Context: an optimization exercise on an open-source flow, tuned for small area and a short achievable clock period. The choices shown serve that exercise and are no tape-out recipe.
Only simulation tests tie the RTL to the original design; equivalence was not proved.
Power and IR drop assume default switching activity.

==> inputs of 12-16 <==
## cpu
module cpu (clk, reset,
            o_pc, i_instr,
            o_ram_addr, o_ram_wdata, o_ram_wen, i_ram_rdata,
            o_reg_wen, o_reg_widx, o_reg_wdata
);
==> module v_mux4, before the edit <==
module v_mux4 #(parameter W = 32) (d0, d1, d2, d3, s, y);
  input  [W-1:0] d0, d1, d2, d3;
  input    [1:0] s;
  output [W-1:0] y;
  assign y = s[1] ? (s[0] ? d3 : d2) : (s[0] ? d1 : d0);
endmodule
==> module v_mux2, before the edit <==
module v_mux2 #(parameter W = 32) (d0, d1, s, y);
  input  [W-1:0] d0, d1;
  input          s;
  output [W-1:0] y;
  assign y = s ? d1 : d0;
endmodule
==> module v_a22oi, before the edit <==
module v_a22oi #(parameter W = 32) (a1, a2, b1, b2, y);
  input  [W-1:0] a1, a2, b1, b2;
  output [W-1:0] y;
  assign y = ~((a1 & a2) | (b1 & b2));
endmodule
==> module alu_shift, before the edit <==
module alu_shift (b, amt, left, arith, sel, shn);
  input  [31:0] b;
  input   [4:0] amt;
  input         left, arith, sel;
  output [31:0] shn;
  wire        fill = arith & b[31];
  wire [31:0] f = {32{fill}};
  wire [31:0] r1, r2, r3, l1, l2, l3;
  v_mux4 rm1(.d0(b), .d1({f[0], b[31:1]}), .d2({f[1:0], b[31:2]}),
             .d3({f[2:0], b[31:3]}), .s(amt[1:0]), .y(r1));
  v_mux4 rm2(.d0(r1), .d1({f[3:0], r1[31:4]}), .d2({f[7:0], r1[31:8]}),
             .d3({f[11:0], r1[31:12]}), .s(amt[3:2]), .y(r2));
  v_mux2 rm3(.d0(r2), .d1({f[15:0], r2[31:16]}), .s(amt[4]), .y(r3));
  v_mux4 lm1(.d0(b), .d1({b[30:0], 1'b0}), .d2({b[29:0], 2'b0}),
             .d3({b[28:0], 3'b0}), .s(amt[1:0]), .y(l1));
  v_mux4 lm2(.d0(l1), .d1({l1[27:0], 4'b0}), .d2({l1[23:0], 8'b0}),
             .d3({l1[19:0], 12'b0}), .s(amt[3:2]), .y(l2));
  v_mux2 lm3(.d0(l2), .d1({l2[15:0], 16'b0}), .s(amt[4]), .y(l3));
  v_a22oi o(.a1({32{sel & left}}), .a2(l3), .b1({32{sel & !left}}), .b2(r3), .y(shn));
endmodule
Settings: LEC_CHECK=0, CAP_MARGIN=40, CORE_MARGIN=2, CORE_UTILIZATION=30, SETUP_SLACK_MARGIN=5, SLEW_MARGIN=20, SYNTH_HIERARCHICAL=1, TNS_END_PERCENT=5; clock period 15.0 ns.
run.sh (not shown) runs the stock make flow with config.mk's settings and CLKGATE_MAP_FILE= SYNTH_SCRIPT=/design/flow/synth_recipe.tcl, a recipe that flattens the netlist after the stock synthesis.
==> inputs of 12-10, as changes to 12-16 <==
--- a/flow/design.v
+++ b/flow/design.v
@@ -17,120 +17,147 @@
   assign y = s ? d1 : d0;
 endmodule
 module v_a22oi #(parameter W = 32) (a1, a2, b1, b2, y);
   input  [W-1:0] a1, a2, b1, b2;
   output [W-1:0] y;
   assign y = ~((a1 & a2) | (b1 & b2));
 endmodule
+module v_mux2i #(parameter W = 32) (d0, d1, s, y);
+  input  [W-1:0] d0, d1;
+  input          s;
+  output [W-1:0] y;
+  assign y = ~(s ? d1 : d0);
+endmodule
+module v_o22a #(parameter W = 32) (a1, a2, b1, b2, y);
+  input  [W-1:0] a1, a2, b1, b2;
+  output [W-1:0] y;
+  assign y = (a1 | a2) & (b1 | b2);
+endmodule
 module alu_shift (b, amt, left, arith, sel, shn);
   input  [31:0] b;
   input   [4:0] amt;
   input         left, arith, sel;
   output [31:0] shn;
   wire        fill = arith & b[31];
-  wire [31:0] f = {32{fill}};
-  wire [31:0] r1, r2, r3, l1, l2, l3;
-  v_mux4 rm1(.d0(b), .d1({f[0], b[31:1]}), .d2({f[1:0], b[31:2]}),
-             .d3({f[2:0], b[31:3]}), .s(amt[1:0]), .y(r1));
-  v_mux4 rm2(.d0(r1), .d1({f[3:0], r1[31:4]}), .d2({f[7:0], r1[31:8]}),
-             .d3({f[11:0], r1[31:12]}), .s(amt[3:2]), .y(r2));
-  v_mux2 rm3(.d0(r2), .d1({f[15:0], r2[31:16]}), .s(amt[4]), .y(r3));
-  v_mux4 lm1(.d0(b), .d1({b[30:0], 1'b0}), .d2({b[29:0], 2'b0}),
-             .d3({b[28:0], 3'b0}), .s(amt[1:0]), .y(l1));
-  v_mux4 lm2(.d0(l1), .d1({l1[27:0], 4'b0}), .d2({l1[23:0], 8'b0}),
-             .d3({l1[19:0], 12'b0}), .s(amt[3:2]), .y(l2));
-  v_mux2 lm3(.d0(l2), .d1({l2[15:0], 16'b0}), .s(amt[4]), .y(l3));
-  v_a22oi o(.a1({32{sel & left}}), .a2(l3), .b1({32{sel & !left}}), .b2(r3), .y(shn));
+  wire [31:0] f  = {32{fill}};
+  wire [31:0] fn = {32{!fill}};
+  wire [31:0] one = 32'hffffffff;
+  wire [31:0] r1, r2, r3, r4, r5;
+  v_mux2i rm1(.d0(b),  .d1({f[0],     b[31:1]}),   .s(amt[0]), .y(r1));
+  v_mux2i rm2(.d0(r1), .d1({fn[1:0],  r1[31:2]}),  .s(amt[1]), .y(r2));
+  v_mux2i rm3(.d0(r2), .d1({f[3:0],   r2[31:4]}),  .s(amt[2]), .y(r3));
+  v_mux2i rm4(.d0(r3), .d1({fn[7:0],  r3[31:8]}),  .s(amt[3]), .y(r4));
+  v_mux2i rm5(.d0(r4), .d1({f[15:0],  r4[31:16]}), .s(amt[4]), .y(r5));
+  wire [31:0] l1, l2, l3, l4, l5;
+  v_mux2i lm1(.d0(b),  .d1({b[30:0],  1'b0}),       .s(amt[0]), .y(l1));
+  v_mux2i lm2(.d0(l1), .d1({l1[29:0], one[1:0]}),   .s(amt[1]), .y(l2));
+  v_mux2i lm3(.d0(l2), .d1({l2[27:0], 4'b0}),       .s(amt[2]), .y(l3));
+  v_mux2i lm4(.d0(l3), .d1({l3[23:0], one[7:0]}),   .s(amt[3]), .y(l4));
+  v_mux2i lm5(.d0(l4), .d1({l4[15:0], 16'b0}),      .s(amt[4]), .y(l5));
+  v_o22a o(.a1({32{!(sel & left)}}), .a2(l5), .b1({32{!(sel & !left)}}), .b2(r5), .y(shn));
 endmodule
 module alu_rest (a, b, sel_and, sel_or, sel_xor, sel_nor,
                  lui_val, sel_lui, pc4, sel_link, rdata, sel_lw, rest_n);
   input  [31:0] a, b, lui_val, pc4, rdata;
   input         sel_and, sel_or, sel_xor, sel_nor, sel_lui, sel_link, sel_lw;
   output [31:0] rest_n;
   assign rest_n = ~(({32{sel_and}} & (a & b)) |
                     ({32{sel_or}}  & (a | b)) |
                     ({32{sel_xor}} & (a ^ b)) |
                     ({32{sel_nor}} & ~(a | b)) |
                     ({32{sel_lui}} & lui_val) |
                     ({32{sel_link}} & pc4) |
                     ({32{sel_lw}} & rdata));
 endmodule
-module alu_slt (a31, b31, cout, sel_slt, sel_sltu, slt_n);
-  input  a31, b31, cout, sel_slt, sel_sltu;
-  output slt_n;
-  wire ltu = !cout;                           
-  wire lts = (a31 != b31) ? a31 : ltu;        
-  assign slt_n = !((sel_slt & lts) | (sel_sltu & ltu));
+module v_o21a #(parameter W = 32) (a1, a2, b1, y);
+  input  [W-1:0] a1, a2, b1;
+  output [W-1:0] y;
+  assign y = (a1 | a2) & b1;
+endmodule
+module alu_slt_pre (a31, b31, sel_slt, sel_sltu, slt0_n, slt1_n);
+  input  a31, b31, sel_slt, sel_sltu;
+  output slt0_n, slt1_n;
+  assign slt0_n = !(sel_sltu | (sel_slt & ((a31 != b31) ? a31 : 1'b1)));
+  assign slt1_n = !(sel_slt & a31 & !b31);
 endmodule
-module alu (a, rt, imm_ext, use_imm, do_sub, sh_amt, sh_left, sh_arith,
+module alu (a, a_add, rt, rt_add, imm_ext, use_imm, do_sub, sh_amt, sh_left, sh_arith,
             sel_sum, sel_sh, sel_and, sel_or, sel_xor, sel_nor, sel_slt, sel_sltu,
             lui_val, sel_lui, pc4, sel_link, rdata, sel_lw,
-            y, sum);
+            y, y_int, sum);
   input  [31:0] a, rt, imm_ext;
+  input  [31:0] a_add, rt_add;     
   input         use_imm, do_sub;
   input   [4:0] sh_amt;
   input         sh_left, sh_arith;
   input         sel_sum, sel_sh, sel_and, sel_or, sel_xor, sel_nor, sel_slt, sel_sltu;
   input  [31:0] lui_val, pc4, rdata;
   input         sel_lui, sel_link, sel_lw;
-  output [31:0] y;
+  output [31:0] y;                 
+  output [31:0] y_int;             
   output [31:0] sum;
   wire [31:0] b = use_imm ? imm_ext : rt;
   wire [31:0] bx;
-  alu_bsel bs(.rt(rt), .imm_x(imm_ext ^ {32{do_sub}}), .use_imm(use_imm),
+  alu_bsel bs(.rt(rt_add), .imm_x(imm_ext ^ {32{do_sub}}), .use_imm(use_imm),
               .do_sub(do_sub), .bx(bx));
   wire cout;
-  adder32 add(.a(a), .b(bx), .cin(do_sub), .sum(sum), .cout(cout));
+  adder32 add(.a(a_add), .b(bx), .cin(do_sub), .sum(sum), .cout(cout));
   wire [31:0] shn, rest_n, sum_n;
   alu_shift sh(.b(rt), .amt(sh_amt), .left(sh_left), .arith(sh_arith),
                .sel(sel_sh), .shn(shn));
   alu_rest rs(.a(a), .b(b), .sel_and(sel_and), .sel_or(sel_or), .sel_xor(sel_xor),
               .sel_nor(sel_nor), .lui_val(lui_val), .sel_lui(sel_lui),
               .pc4(pc4), .sel_link(sel_link), .rdata(rdata), .sel_lw(sel_lw),
               .rest_n(rest_n));
-  wire slt_n;
-  alu_slt sl(.a31(a[31]), .b31(b[31]), .cout(cout), .sel_slt(sel_slt),
-             .sel_sltu(sel_sltu), .slt_n(slt_n));
+  wire slt0_n, slt1_n, slt_n;
+  alu_slt_pre sl(.a31(a[31]), .b31(b[31]), .sel_slt(sel_slt), .sel_sltu(sel_sltu),
+                 .slt0_n(slt0_n), .slt1_n(slt1_n));
+  v_o21a #(1) slo(.a1(cout), .a2(slt0_n), .b1(slt1_n), .y(slt_n));
   v_nand2 #(32) gs(.a(sum), .b({32{sel_sum}}), .y(sum_n));
   v_nand3 #(31) yh(.a(sum_n[31:1]), .b(shn[31:1]), .c(rest_n[31:1]), .y(y[31:1]));
   v_nand4 #(1)  yl(.a(sum_n[0]), .b(shn[0]), .c(rest_n[0]), .d(slt_n), .y(y[0]));
+  v_nand3 #(31) ih(.a(sum_n[31:1]), .b(shn[31:1]), .c(rest_n[31:1]), .y(y_int[31:1]));
+  v_nand4 #(1)  il(.a(sum_n[0]), .b(shn[0]), .c(rest_n[0]), .d(slt_n), .y(y_int[0]));
 endmodule
 module rdsel (idx, valid, sel);
   input   [4:0] idx;
   input  [31:1] valid;
   output [31:1] sel;
   wire [3:0] lo = 4'b0001 << idx[1:0];
   wire [7:0] hi = 8'b00000001 << idx[4:2];
   genvar k;
   generate
     for (k = 1; k < 32; k = k + 1) begin : s
       assign sel[k] = valid[k] & lo[k % 4] & hi[k / 4];
     end
   endgenerate
 endmodule
-module rdport (q, sel, y);
+module rdport (q, sel, y, y_add);
   input  [32*31-1:0] q;           
   input      [31:1]  sel;
-  output     [31:0]  y;
+  output     [31:0]  y, y_add;
   wire [31:0] g [0:10];           
   genvar j;
   generate
     for (j = 0; j < 10; j = j + 1) begin : grp
       v_a222oi ao(.a1({32{sel[3*j+1]}}), .b1(q[32*(3*j)   +: 32]),
                   .a2({32{sel[3*j+2]}}), .b2(q[32*(3*j+1) +: 32]),
                   .a3({32{sel[3*j+3]}}), .b3(q[32*(3*j+2) +: 32]),
                   .y(g[j]));
     end
   endgenerate
   v_nand2 last(.a({32{sel[31]}}), .b(q[32*30 +: 32]), .y(g[10]));
-  wire [31:0] h0, h1, h2;
-  v_nand4 n0(.a(g[0]), .b(g[1]), .c(g[2]), .d(g[3]), .y(h0));
-  v_nand4 n1(.a(g[4]), .b(g[5]), .c(g[6]), .d(g[7]), .y(h1));
-  v_nand3 n2(.a(g[8]), .b(g[9]), .c(g[10]), .y(h2));
-  v_or3   o(.a(h0), .b(h1), .c(h2), .y(y));
+  wire [31:0] h0, h1, h2, h3, k0, k1;
+  v_nand3 n0(.a(g[0]), .b(g[1]), .c(g[2]), .y(h0));
+  v_nand3 n1(.a(g[3]), .b(g[4]), .c(g[5]), .y(h1));
+  v_nand3 n2(.a(g[6]), .b(g[7]), .c(g[8]), .y(h2));
+  v_nand2 n3(.a(g[9]), .b(g[10]), .y(h3));
+  v_nor2  m0(.a(h0), .b(h1), .y(k0));
+  v_nor2  m1(.a(h2), .b(h3), .y(k1));
+  v_nand2 o(.a(k0), .b(k1), .y(y));
+  v_nand2 oa(.a(k0), .b(k1), .y(y_add));
 endmodule
 module rfnext (wen, nwen, wdata, q, d);
   input         wen, nwen;
   input  [31:0] wdata, q;
   output [31:0] d;
   assign d = ({32{wen}} & wdata) | ({32{nwen}} & q);
 endmodule
@@ -287,35 +314,35 @@
   wire link = f_jalr || (op_regim && rt[4]) || op_jal;
   assign o_ram_wen = op_sw;
   assign o_reg_wen = op_r || op_lw || op_addi || op_andi || op_ori || op_xori ||
                      op_slti || op_sltiu || op_lui || op_jal || (op_regim && rt[4]);
   assign o_reg_widx = link ? 5'd31 : (op_r ? rd : rt);
   reg  [31:1]       valid;
   wire [32*31-1:0]  rq;           
-  wire [31:0] rs_val, rt_val;
+  wire [31:0] rs_val, rt_val, rs_add, rt_add, wdata;
   wire [31:1] rs_sel, rt_sel;
   genvar k;
   generate
     for (k = 1; k < 32; k = k + 1) begin : r
       reg  [31:0] data;
       wire [31:0] d;
       wire wen = o_reg_wen && (o_reg_widx == k);
-      rfnext nx(.wen(wen), .nwen(!wen), .wdata(o_reg_wdata), .q(data), .d(d));
+      rfnext nx(.wen(wen), .nwen(!wen), .wdata(wdata), .q(data), .d(d));
       always @(posedge clk)
         data <= d;
       always @(posedge clk or negedge reset)
         if (!reset) valid[k] <= 1'b0;
         else        valid[k] <= valid[k] | wen;
       assign rq[32*(k-1) +: 32] = data;
     end
   endgenerate
   rdsel rs_dec(.idx(rs), .valid(valid), .sel(rs_sel));
   rdsel rt_dec(.idx(rt), .valid(valid), .sel(rt_sel));
-  rdport rs_port(.q(rq), .sel(rs_sel), .y(rs_val));
-  rdport rt_port(.q(rq), .sel(rt_sel), .y(rt_val));
+  rdport rs_port(.q(rq), .sel(rs_sel), .y(rs_val), .y_add(rs_add));
+  rdport rt_port(.q(rq), .sel(rt_sel), .y(rt_val), .y_add(rt_add));
   wire use_imm  = op[5] | op[3];                   
   wire sext     = !(op[3] & op[2]);                
   wire [31:0] imm_ext = {{16{sext & imm[15]}}, imm};
   wire do_sub   = (op_r & fn[1]) | (!op[5] & op[1]);
   wire sel_slt  = f_slt || op_slti;
   wire sel_sltu = f_sltu || op_sltiu;
   wire [4:0] shift_amount = fn[2] ? rs_val[4:0] : shamt;
@@ -334,20 +361,20 @@
   wire [31:0] pc_next = f_jr ? rs_val :
                         (op_j || op_jal) ? {4'b0000, i_instr[25:0], 2'b00} :
                         taken ? br_target : pc4;
   always @(posedge clk or negedge reset)
     if (!reset) pc <= 32'h00400000;
     else        pc <= pc_next;
   wire [31:0] alu_sum;
-  alu alua(.a(rs_val), .rt(rt_val), .imm_ext(imm_ext), .use_imm(use_imm),
+  alu alua(.a(rs_val), .a_add(rs_add), .rt(rt_val), .rt_add(rt_add), .imm_ext(imm_ext), .use_imm(use_imm),
            .do_sub(do_sub), .sh_amt(shift_amount), .sh_left(!fn[1]), .sh_arith(fn[0]),
            .sel_sum(f_add || f_sub || op_addi), .sel_sh(f_sll || f_srl || f_sra),
            .sel_and(f_and || f_other || op_andi), .sel_or(f_or || op_ori),
            .sel_xor(f_xor || op_xori), .sel_nor(f_nor),
            .sel_slt(sel_slt), .sel_sltu(sel_sltu),
            .lui_val({imm, 16'h0000}), .sel_lui(op_lui),
            .pc4(pc4), .sel_link(link), .rdata(i_ram_rdata), .sel_lw(op_lw),
-           .y(o_reg_wdata), .sum(alu_sum));
+           .y(o_reg_wdata), .y_int(wdata), .sum(alu_sum));
   assign o_pc        = pc;
   assign o_ram_addr  = alu_sum;
   assign o_ram_wdata = rt_val;
 endmodule
==> flow/config.mk (replaced) <==
export PLATFORM = sky130hd
export DESIGN_NAME = cpu
export DESIGN_NICKNAME = cpu
export VERILOG_FILES = /design/flow/design.v
export SDC_FILE = /design/flow/constraint.sdc
export NUM_CORES = 4
export LEC_CHECK = 0
export CAP_MARGIN = 25
export CORE_MARGIN = 2
export CORE_UTILIZATION = 30
export CTS_BUF_LIST = sky130_fd_sc_hd__clkbuf_8
export SETUP_SLACK_MARGIN = 5
export SLEW_MARGIN = 20
export SYNTH_HIERARCHICAL = 1
export TNS_END_PERCENT = 5
==> inputs of 11-20, as changes to 12-16 <==
--- a/flow/design.v
+++ b/flow/design.v
@@ -1,49 +1,34 @@
 module alu_bsel (rt, imm_x, use_imm, do_sub, bx);
   input  [31:0] rt, imm_x;
   input         use_imm, do_sub;
   output [31:0] bx;
   assign bx = use_imm ? imm_x : (rt ^ {32{do_sub}});
 endmodule
-module v_mux4 #(parameter W = 32) (d0, d1, d2, d3, s, y);
-  input  [W-1:0] d0, d1, d2, d3;
-  input    [1:0] s;
-  output [W-1:0] y;
-  assign y = s[1] ? (s[0] ? d3 : d2) : (s[0] ? d1 : d0);
-endmodule
-module v_mux2 #(parameter W = 32) (d0, d1, s, y);
-  input  [W-1:0] d0, d1;
-  input          s;
-  output [W-1:0] y;
-  assign y = s ? d1 : d0;
-endmodule
-module v_a22oi #(parameter W = 32) (a1, a2, b1, b2, y);
-  input  [W-1:0] a1, a2, b1, b2;
-  output [W-1:0] y;
-  assign y = ~((a1 & a2) | (b1 & b2));
-endmodule
 module alu_shift (b, amt, left, arith, sel, shn);
   input  [31:0] b;
   input   [4:0] amt;
   input         left, arith, sel;
   output [31:0] shn;
   wire        fill = arith & b[31];
-  wire [31:0] f = {32{fill}};
-  wire [31:0] r1, r2, r3, l1, l2, l3;
-  v_mux4 rm1(.d0(b), .d1({f[0], b[31:1]}), .d2({f[1:0], b[31:2]}),
-             .d3({f[2:0], b[31:3]}), .s(amt[1:0]), .y(r1));
-  v_mux4 rm2(.d0(r1), .d1({f[3:0], r1[31:4]}), .d2({f[7:0], r1[31:8]}),
-             .d3({f[11:0], r1[31:12]}), .s(amt[3:2]), .y(r2));
-  v_mux2 rm3(.d0(r2), .d1({f[15:0], r2[31:16]}), .s(amt[4]), .y(r3));
-  v_mux4 lm1(.d0(b), .d1({b[30:0], 1'b0}), .d2({b[29:0], 2'b0}),
-             .d3({b[28:0], 3'b0}), .s(amt[1:0]), .y(l1));
-  v_mux4 lm2(.d0(l1), .d1({l1[27:0], 4'b0}), .d2({l1[23:0], 8'b0}),
-             .d3({l1[19:0], 12'b0}), .s(amt[3:2]), .y(l2));
-  v_mux2 lm3(.d0(l2), .d1({l2[15:0], 16'b0}), .s(amt[4]), .y(l3));
-  v_a22oi o(.a1({32{sel & left}}), .a2(l3), .b1({32{sel & !left}}), .b2(r3), .y(shn));
+  wire [31:0] b_rev, x0, x1, x2, x3, x4, x5, x5_rev;
+  genvar i;
+  generate
+    for (i = 0; i < 32; i = i + 1) begin : rev
+      assign b_rev[i]  = b[31 - i];
+      assign x5_rev[i] = x5[31 - i];
+    end
+  endgenerate
+  assign x0 = left ? b_rev : b;
+  assign x1 = amt[0] ? {fill, x0[31:1]} : x0;
+  assign x2 = amt[1] ? {{2{fill}}, x1[31:2]} : x1;
+  assign x3 = amt[2] ? {{4{fill}}, x2[31:4]} : x2;
+  assign x4 = amt[3] ? {{8{fill}}, x3[31:8]} : x3;
+  assign x5 = amt[4] ? {{16{fill}}, x4[31:16]} : x4;
+  assign shn = ~({32{sel}} & (left ? x5_rev : x5));
 endmodule
 module alu_rest (a, b, sel_and, sel_or, sel_xor, sel_nor,
                  lui_val, sel_lui, pc4, sel_link, rdata, sel_lw, rest_n);
   input  [31:0] a, b, lui_val, pc4, rdata;
   input         sel_and, sel_or, sel_xor, sel_nor, sel_lui, sel_link, sel_lw;
   output [31:0] rest_n;
   assign rest_n = ~(({32{sel_and}} & (a & b)) |
--- a/flow/config.mk
+++ b/flow/config.mk
@@ -7,8 +7,7 @@
 export LEC_CHECK = 0
 export CAP_MARGIN = 40
 export CORE_MARGIN = 2
 export CORE_UTILIZATION = 30
 export SETUP_SLACK_MARGIN = 5
 export SLEW_MARGIN = 20
 export SYNTH_HIERARCHICAL = 1
-export TNS_END_PERCENT = 5
==> summary of the runs <==
Via count: 12-16 < 12-10 < 11-20.
The highest first-iteration DRC count belongs to 11-20, the lowest to 12-10.
The highest routed wire length belongs to 11-20, the lowest to 12-16.
Core utilization, highest first: 11-20, 12-10, 12-16.
In sequential cell count, 12-10 and 12-16 do not differ.
The highest hold slack belongs to 11-20, the lowest to 12-10.
The highest register-to-register slack belongs to 12-16, the lowest to 11-20.
==> figures <==
Run status: 11-20 complete, no violations; 12-16 complete, no violations; 12-10 complete, no violations
Share of total power in combinational logic: 11-20 20.1%; 12-16 18.4%; 12-10 19.6%
First-pass GRT wire length: 11-20 435 mm; 12-16 397 mm; 12-10 398 mm
Global-route met2 utilization: 11-20 44.7%; 12-16 40.4%; 12-10 40.1%
Clock-pin slew of the registers on the worst-case setup and hold paths: 11-20 0.06 ns; 12-16 0.07 ns; 12-10 0.06 ns
Die H: 11-20 434 µm; 12-16 438 µm; 12-10 438 µm
Final min period: 11-20 11.23 ns; 12-16 11.11 ns; 12-10 10.47 ns
Starting utilization of the core area: 11-20 30.3%; 12-16 30.1%; 12-10 30.1%
Total core area: 11-20 0.183 mm²; 12-16 0.187 mm²; 12-10 0.188 mm²
CTS buffer count: 11-20 109; 12-16 113; 12-10 172
Share of layout cells above drive strength 1: 11-20 28.8%; 12-16 22.0%; 12-10 20.5%
Detailed-route wire length per cell: 11-20 37.1 µm; 12-16 35.0 µm; 12-10 33.4 µm
Switching power of the nets: 11-20 2300 µW; 12-16 2190 µW; 12-10 2250 µW
Worst Slack Setup Final: 11-20 3.77 ns; 12-16 3.89 ns; 12-10 4.53 ns
Drt via density: 11-20 7.05; 12-16 6.91; 12-10 6.67

[afterwards: timing with drivers on the ports]
The results above use ideal ports. As a check the final layouts listed here were re-extracted and re-timed, cells and wires unchanged.
Step 1 (the two cells are an assumption about what drives the block):
set clk [get_ports {clk}]
set_driving_cell -lib_cell sky130_fd_sc_hd__clkbuf_16 $clk
set_driving_cell -lib_cell sky130_fd_sc_hd__buf_2 [delete_from_list [all_inputs] $clk]
Step 2 also shifts input and output timing later by t, the mid clock arrival at the registers, as if the neighbouring blocks saw the same clock.
Three values: ideal ports, drivers, drivers and shift; two values: the first two.
run | t, ns | setup WS [ns] | latest minus earliest clock arrival (ns) | worst slew at a driven data input, ns | pins driven straight from the clock port
12-16 | 0.840 | 3.892 / 3.823 / 3.823 | 0.080 / 0.080 | 0.15 | 1
12-10 | 0.980 | 4.532 / 4.493 / 4.493 | 0.060 / 0.060 | 0.06 | 1
11-20 | 0.857 | 3.766 / 3.698 / 3.698 | 0.087 / 0.087 | 0.31 | 1
After both steps setup and hold are still met in every run listed. For 12-16, which loses most, drivers alone change the setup slack by -0.069 ns; drivers and shift together by -0.069 ns.
